This design comes from an exercise in tuning for small area, a short achievable clock period and few clock cycles on the open sky130 flow, not from production work.
Function was checked by simulation only, so behaviour that the tests miss may differ from the original.
Power is estimated from default activity; no workload was simulated.

<file path="flow/config.mk">
export PLATFORM = sky130hd
export DESIGN_NAME = femtorv_core
export DESIGN_NICKNAME = femtorv_core
export VERILOG_FILES = /design/flow/design.v
export SDC_FILE = /design/flow/constraint.sdc
export NUM_CORES = 4
export LEC_CHECK = 0
export CAP_MARGIN = 20
export CORE_MARGIN = 2
export CORE_UTILIZATION = 30
export SLEW_MARGIN = 20
</file>
<file path="flow/constraint.sdc">
create_clock -name core_clock -period 10.0 [get_ports {clk}]
set_input_delay 2.0000 -clock core_clock [delete_from_list [all_inputs] [get_ports {clk}]]
set_output_delay 2.0000 -clock core_clock [all_outputs]
set_load 0.01 [all_outputs]
</file>
<file path="flow/design.v">
module femtorv_core (
    input  logic        clk,
    input  logic        resetn,
    output logic        mem_valid,
    input  logic        mem_ready,
    output logic [ 3:0] mem_wstrb,
    output logic [31:0] mem_addr,
    output logic [31:0] mem_wdata,
    input  logic [31:0] mem_rdata
);
  logic        valid_q;
  logic [31:2] addr_q;      
  logic [ 3:0] wstrb_q;
  logic [31:0] wdata_q;
  logic        is_data;     
  logic        iv;          
  logic [31:2] pc;          
  logic [31:2] instr;
  logic [ 2:0] ld_f3;
  logic [ 1:0] ld_off;
  logic [ 4:0] ld_rd_q;
  logic        ld_en_q;
  assign mem_valid = valid_q;
  assign mem_addr  = {addr_q, 2'b00};
  assign mem_wstrb = wstrb_q;
  assign mem_wdata = wdata_q;
  wire [4:0] opc = instr[6:2];
  wire isBr    =  opc[4] & ~opc[0];
  wire isJal   =  opc[4] &  opc[1];
  wire isJalr  =  opc[4] &  opc[0] & ~opc[1];
  wire isMem   = ~opc[4] & ~opc[2];
  wire isStore =  isMem  &  opc[3];
  wire isLoad  =  isMem  & ~opc[3];
  wire isALU   = ~opc[4] &  opc[2] & ~opc[0];
  wire isOp    =  isALU  &  opc[3];
  wire isU     = ~opc[4] &  opc[2] &  opc[0];
  wire isLui   =  isU    &  opc[3];
  wire isAuipc =  isU    & ~opc[3];
  wire [2:0] f3 = instr[14:12];
  wire [4:0] rd = instr[11:7];
  wire [31:0] Iimm = {{21{instr[31]}}, instr[30:20]};
  wire [31:0] Simm = {{21{instr[31]}}, instr[30:25], instr[11:7]};
  wire [31:0] Uimm = {instr[31:12], 12'b0};
  wire [31:0] Bimm = {{20{instr[31]}}, instr[7], instr[30:25], instr[11:8], 1'b0};
  wire [31:0] Jimm = {{12{instr[31]}}, instr[19:12], instr[20], instr[30:21], 1'b0};
  logic [31:1][31:0] rf;
  wire [4:0] ra1 = instr[19:15];
  wire [4:0] ra2 = instr[24:20];
  wire [31:0] r1 = (ra1 == 5'd0) ? 32'd0 : rf[ra1];
  wire [31:0] r2 = (ra2 == 5'd0) ? 32'd0 : rf[ra2];
  logic [31:0] a_q, bx_q;
  logic        sub_q, sra_q;
  logic        r_add, r_slt, r_sltu, r_xor, r_or, r_and, r_sll, r_sr, r_link;
  logic        br_q, jal_q, jalr_q, ld_q, st_q;
  logic [ 2:0] f3_q;
  logic [31:1] wbe_q;
  wire        aluF = isALU;
  wire        sub  = isBr | (isALU & (f3 == 3'b010 | f3 == 3'b011)) |
                     (isOp & f3 == 3'b000 & instr[30]);
  wire [31:0] b    = (isOp | isBr) ? r2 : isStore ? Simm : isU ? Uimm : Iimm;
  wire        writesRd = ~(isBr | isMem);
  wire [4:0]  widx = is_data ? ld_rd_q : rd;
  wire        wen  = is_data ? ld_en_q : (iv & writesRd);
  always_ff @(posedge clk) begin
    a_q    <= isAuipc ? {pc, 2'b00} : isLui ? 32'd0 : r1;
    bx_q   <= b ^ {32{sub}};
    sub_q  <= sub;
    sra_q  <= instr[30];
    r_add  <= aluF ? (f3 == 3'b000) : ~(isJal | isJalr);
    r_slt  <= aluF & (f3 == 3'b010);
    r_sltu <= aluF & (f3 == 3'b011);
    r_xor  <= aluF & (f3 == 3'b100);
    r_or   <= aluF & (f3 == 3'b110);
    r_and  <= aluF & (f3 == 3'b111);
    r_sll  <= aluF & (f3 == 3'b001);
    r_sr   <= aluF & (f3 == 3'b101);
    r_link <= isJal | isJalr;
    br_q   <= isBr;
    jal_q  <= isJal;
    jalr_q <= isJalr;
    ld_q   <= isLoad;
    st_q   <= isStore;
    f3_q   <= f3;
    for (int i = 1; i < 32; i++) wbe_q[i] <= wen & (widx == i[4:0]);
  end
  wire [32:0] sum33 = {1'b0, a_q} + {1'b0, bx_q} + {32'd0, sub_q};
  wire [31:0] sum   = sum33[31:0];
  wire        ltu   = ~sum33[32];
  wire        lt    = (a_q[31] ^ ~bx_q[31]) ? a_q[31] : ltu;
  wire        eq    = &(a_q ^ bx_q);     
  wire [31:0] sh_in;
  wire [31:0] sh_out;
  for (genvar k = 0; k < 32; k++) begin : g_rev
    assign sh_in[k]  = r_sll ? a_q[31-k] : a_q[k];
  end
  wire        sh_fill = sra_q & ~r_sll & a_q[31];
  wire [31:0] sh_s1 = bx_q[0] ? {{ 1{sh_fill}}, sh_in[31: 1]} : sh_in;
  wire [31:0] sh_s2 = bx_q[1] ? {{ 2{sh_fill}}, sh_s1[31: 2]} : sh_s1;
  wire [31:0] sh_s3 = bx_q[2] ? {{ 4{sh_fill}}, sh_s2[31: 4]} : sh_s2;
  wire [31:0] sh_s4 = bx_q[3] ? {{ 8{sh_fill}}, sh_s3[31: 8]} : sh_s3;
  wire [31:0] sh_res = bx_q[4] ? {{16{sh_fill}}, sh_s4[31:16]} : sh_s4;
  for (genvar k = 0; k < 32; k++) begin : g_rev2
    assign sh_out[k] = r_sll ? sh_res[31-k] : sh_res[k];
  end
  wire [31:0] res = ({32{r_add }} & sum) |
                    ({32{r_slt }} & {31'd0, lt}) |
                    ({32{r_sltu}} & {31'd0, ltu}) |
                    ({32{r_xor }} & (a_q ^ bx_q)) |
                    ({32{r_or  }} & (a_q | bx_q)) |
                    ({32{r_and }} & (a_q & bx_q)) |
                    ({32{r_sll | r_sr}} & sh_out) |
                    ({32{r_link}} & {addr_q, 2'b00});
  wire cond  = (f3_q[2] ? (f3_q[1] ? ltu : lt) : eq) ^ f3_q[0];
  wire taken = jal_q | jalr_q | (br_q & cond);
  wire [31:2] pcimm  = pc + (isJal ? Jimm[31:2] : Bimm[31:2]);
  wire [31:2] target = jalr_q ? sum[31:2] : pcimm;
  wire        exec   = iv & ~is_data;
  wire [15:0] ld_half = ld_off[1] ? mem_rdata[31:16] : mem_rdata[15:0];
  wire [ 7:0] ld_byte = ld_off[0] ? ld_half[15:8] : ld_half[7:0];
  wire        ld_sign = ~ld_f3[2] & (ld_f3[0] ? ld_half[15] : ld_byte[7]);
  wire [31:0] ldata   = ld_f3[1] ? mem_rdata :
                        ld_f3[0] ? {{16{ld_sign}}, ld_half} : {{24{ld_sign}}, ld_byte};
  wire [31:0] wb = is_data ? ldata : res;
  always_ff @(posedge clk)
    for (int i = 1; i < 32; i++)
      if (mem_ready & wbe_q[i]) rf[i] <= wb;
  wire [3:0] smask = f3_q[1] ? 4'b1111 :
                     f3_q[0] ? (sum[1] ? 4'b1100 : 4'b0011) :
                     (4'b0001 << sum[1:0]);
  always_ff @(posedge clk) begin
    if (!is_data)
      wdata_q <= f3[1] ? r2 : f3[0] ? {2{r2[15:0]}} : {4{r2[7:0]}};
    if (mem_ready & ~is_data) begin
      instr <= mem_rdata[31:2];
      pc    <= addr_q;
    end
    if (mem_ready & ~is_data & exec & (ld_q | st_q)) begin
      ld_rd_q <= rd;
      ld_en_q <= ld_q & (rd != 5'd0);
      ld_f3   <= f3_q;
      ld_off  <= sum[1:0];
    end
    if (!resetn) begin
      valid_q <= 1'b0;
      addr_q  <= 30'd0;
      wstrb_q <= 4'd0;
      is_data <= 1'b0;
      iv      <= 1'b0;
    end else begin
      valid_q <= 1'b1;
      if (mem_ready) begin
        if (is_data) begin
          is_data <= 1'b0;
          addr_q  <= pc + 30'd1;
          wstrb_q <= 4'd0;
        end else if (exec & (ld_q | st_q)) begin
          is_data <= 1'b1;
          addr_q  <= sum[31:2];
          wstrb_q <= st_q ? smask : 4'd0;
          iv      <= 1'b1;
        end else if (exec & taken) begin
          addr_q  <= target;
          iv      <= 1'b0;
        end else begin
          addr_q  <= addr_q + 30'd1;
          iv      <= 1'b1;
        end
      end
    end
  end
endmodule
</file>
<file path="flow/run.sh">
#!/bin/bash
# synth_recipe.tcl (not shown) runs the flow's synth.tcl, then flattens the netlist and writes it again
# the make line also repeats each setting of config.mk as NAME=value (left out here)
make -C /OpenROAD-flow-scripts/flow DESIGN_CONFIG=/design/flow/config.mk WORK_HOME=/design/flow/orfs CLKGATE_MAP_FILE= SYNTH_SCRIPT=/design/flow/synth_recipe.tcl finish
</file>
==> results.sh <==
export IMPL_status="finished clean"
export IMPL_wl_per_cell_um=32.3
export IMPL_drv_slew=0
export IMPL_cap_violations=0
export IMPL_peakVddDrop_uv=129
export IMPL_die_area_um2=221000
export IMPL_min_period_ns=5.28
export IMPL_setup_violations=0
export IMPL_clockBufferDepth=3
export IMPL_syn_avg_cell_area_um2=13.3
export IMPL_area_delta_synth_final_pct=14.6
export IMPL_p_per_area_nw_per_um2=216
export IMPL_synth_seq_cells=1246
export IMPL_ant_nets=0
export IMPL_crit_arrival_ns=5.69
export IMPL_synthArstFlopShare=0
export IMPL_netlist_top_cells_area="edfxtp_1, mux4_2, dfxtp_1"
export IMPL_cpMostUsedCell="fa_1"
export IMPL_die_height_um=470
export IMPL_fin_area_um2=74800
export IMPL_grt_usage=0.224
export IMPL_drive_gt1_frac=0.197
export IMPL_crit_path_end_kind="register"
export IMPL_postCtsSetupBuffers=0
export IMPL_drtPass1Iterations=6
export IMPL_layout_commonest_cell="edfxtp_1"
export IMPL_htreeDepth=4
export IMPL_num_rows=171
export IMPL_cp_required_ns=10.41
export IMPL_place_congestion=1.03
export IMPL_synth_main_ff_cell="edfxtp_1"
export IMPL_start_util=0.301
export IMPL_synth_top_cell_by_area="edfxtp_1"
export IMPL_nNetsFinal=5066
export IMPL_final_cell_mix="edfxtp_1, nand2_1, mux4_2, nor2_1, a21oi_1"
export IMPL_syn_area_um2=65200
export IMPL_drt_initial_drc_count=7274
export IMPL_yosysWarnings=1
export IMPL_cts_clk_slew_worst_paths_ns=0.06
export IMPL_rsz0062_at_grt="false"
export IMPL_vias=47800
export IMPL_core_area_um2=217000
export IMPL_clock_sinks=1246
export IMPL_synth_distinct_cells=84
export IMPL_place_area_um2=70000
export IMPL_cts_root_buf="clkbuf_16"
export IMPL_power_leakage_nw=24.7
export IMPL_syn_inst=4922
export IMPL_synth_top_area_share=0.504
export IMPL_max_freq_ghz=0.189
export IMPL_postCtsResizedCells=0
export IMPL_clock_latency_ns=0.82
export IMPL_finClkSkew_ns=0.0592
export IMPL_cts_buffers=140
export IMPL_crit_family="compound AO/OA/AOI/OAI gates"
export IMPL_critical_path_class="reg2reg"
export IMPL_yosysSeqAreaShare=0.550
export IMPL_start_kind="register"
export IMPL_hold_violations=0
export IMPL_max_stage_delay_ns=0.92
export IMPL_grt_max_degree=123
export IMPL_dp_hpwl_um=157000
export IMPL_port_buffers=101
export IMPL_cp_num_buf_inv=1
export IMPL_routed_wl_um=255000
export IMPL_die_w_um=470
export IMPL_io_pins=104
export IMPL_min_period_over_period=0.528
export IMPL_slew_headroom=0.172
export IMPL_hold_buffers=0
export IMPL_cts_tree="yes"
export IMPL_vias_per_cell=6.05
export IMPL_critical_path_peak_fanout=31
export IMPL_tightestPinTransition_ns=1.24
export IMPL_whs_ns=0.480
export IMPL_path_cells="fa_1, inv_1, fa_1, nand2b_1, a21oi_1, o21ai_0, o211a_1, o31a_1, o21ai_1, a21o_1, xnor2_1, a221oi_1, nor2_2"
export IMPL_hp_class="reg2reg"
export IMPL_grt_pass1_vias=46000
export IMPL_antenna_found_initial=13
export IMPL_fin_tns_setup_ns=0
export IMPL_grt_pass1_wl_um=355000
export IMPL_drc=0
export IMPL_gr_total_overflow=0
export IMPL_slowest_stage="nor2_2"
export IMPL_synth_edf_count=1095
-- registers in the layout, summed over array words and instances, names as in the netlist, 4 cells and up --
| name | cells |
|---|---|
| ld_rd_q | 5 |
| a_q | 32 |
| wdata_q | 32 |
| addr_q | 30 |
| bx_q | 32 |
| rf | 992 |
| instr | 30 |
| wbe_q | 31 |
| wstrb_q | 4 |
| pc | 30 |
-- metal layers --
layer | global-route usage | vias to the layer above | routed length (um)
met2 | 0.348 | 2989 | 116000
met3 | 0.0563 | 700 | 27700
met4 | 0.122 | 18 | 15700
met5 | 0 | - | 118
li1 | - | 19400 | -
met1 | 0.286 | 24700 | 96000
-- power by group --
part | switching (mW) | internal (mW)
logic | 2.80 | 1.25
registers | 0.229 | 6.42
clock network | 2.20 | 3.22
-- final timing paths --
path                 start  endpoint  slack, ns  depth (start not counted)
setup reg to reg    a_q[0]   rf[638]       4.72                         13
setup / recovery    a_q[0]   rf[638]       4.72                         13
hold reg to reg   instr[3]    jalr_q       0.48                          1
hold / removal    instr[3]    jalr_q       0.48                          1
-- worst reg2reg max path: stages, from the launching register on --
cell	delay (ns)
dfxtp_1	0.89
fa_1	0.38
inv_1	0.07
fa_1	0.44
nand2b_1	0.20
a21oi_1	0.29
o21ai_0	0.17
o211a_1	0.28
o31a_1	0.35
o21ai_1	0.25
a21o_1	0.20
xnor2_1	0.23
a221oi_1	0.22
nor2_2	0.92
-- cells in the mapped netlist, types with 75 or more instances --
| master | number |
|---|---|
| buf_2 | 75 |
| o21ai_0 | 214 |
| o211ai_1 | 87 |
| dfxtp_1 | 151 |
| mux4_2 | 481 |
| nand3_1 | 185 |
| clkbuf_1 | 260 |
| edfxtp_1 | 1095 |
| ha_1 | 99 |
| nor2_1 | 268 |
| nand2_1 | 596 |
| inv_1 | 109 |
| xnor2_1 | 111 |
| mux2i_1 | 98 |
| a21oi_1 | 279 |
-- logic make-up (layout without fill, tap and decap cells) --
kind of cell | Yosys count | in the layout | share of synthesized area
xor+xnor | 153 | 153 | 0.0205
mux | 613 | 613 | 0.187
other cells | 1 | 3 | 0.0000575
flops | 1246 | 1246 | 0.550
compound gates | 1051 | 1051 | 0.107
simple gates | 1258 | 1258 | 0.0842
buf+inv | 498 | 617 | 0.0307
fa+ha+maj | 102 | 102 | 0.0199
-- final cells by class --
class	count	area (um^2)
fill	20800	142000
clock inverter	60	815
clock buffer	195	3990
sequential	1246	35900
tap	2854	3570
timing repair buffer	249	2230
inverter	113	424
multi-input combinational	3179	27900
antenna	1	2.50
-- through the flow --
step / cells / setup slack (ns) / util / total power, mW
after CTS: 7896 / 4.68 / 0.345 / 16.0
after global placement: 7640 / 4.68 / 0.322 / 10.6
after global routing: 7896 / 4.56 / 0.345 / 16.6
final: 7897 / 4.72 / 0.345 / 16.1
after floorplan: 4923 / 4.72 / - / 8.95
after detailed placement: 7641 / 4.66 / 0.323 / 10.7
Testbench counts, summed over its fixed seeds: cycles 83,774.

[static timing again, ports no longer ideal]
The flow's constraints put no driver on any port. The routed layout listed below was extracted and timed again, unchanged, in two steps.
Step 1: set_driving_cell puts a clkbuf_16 on clk and a buf_2 on each other input, an assumption about the parent block.
Step 2, shift: input delay + t, output delay - t, t = (earliest + latest rising clock arrival at the registers) / 2. This alone moves slack from input paths to output paths.
Three values: no drivers, after step 1, after step 2; two values: the first two.
shift t [ns]: 0.877
setup WS [ns]: 4.718 / 4.718 / 4.718
worst setup path after step 2: register to register
latest minus earliest clock arrival (ns): 0.060 / 0.059
pins driven straight from the clock port: 1
After both steps this run still meets setup and hold. The setup slack of this run moves by 0.000 ns with the drivers and by 0.000 ns with both steps.
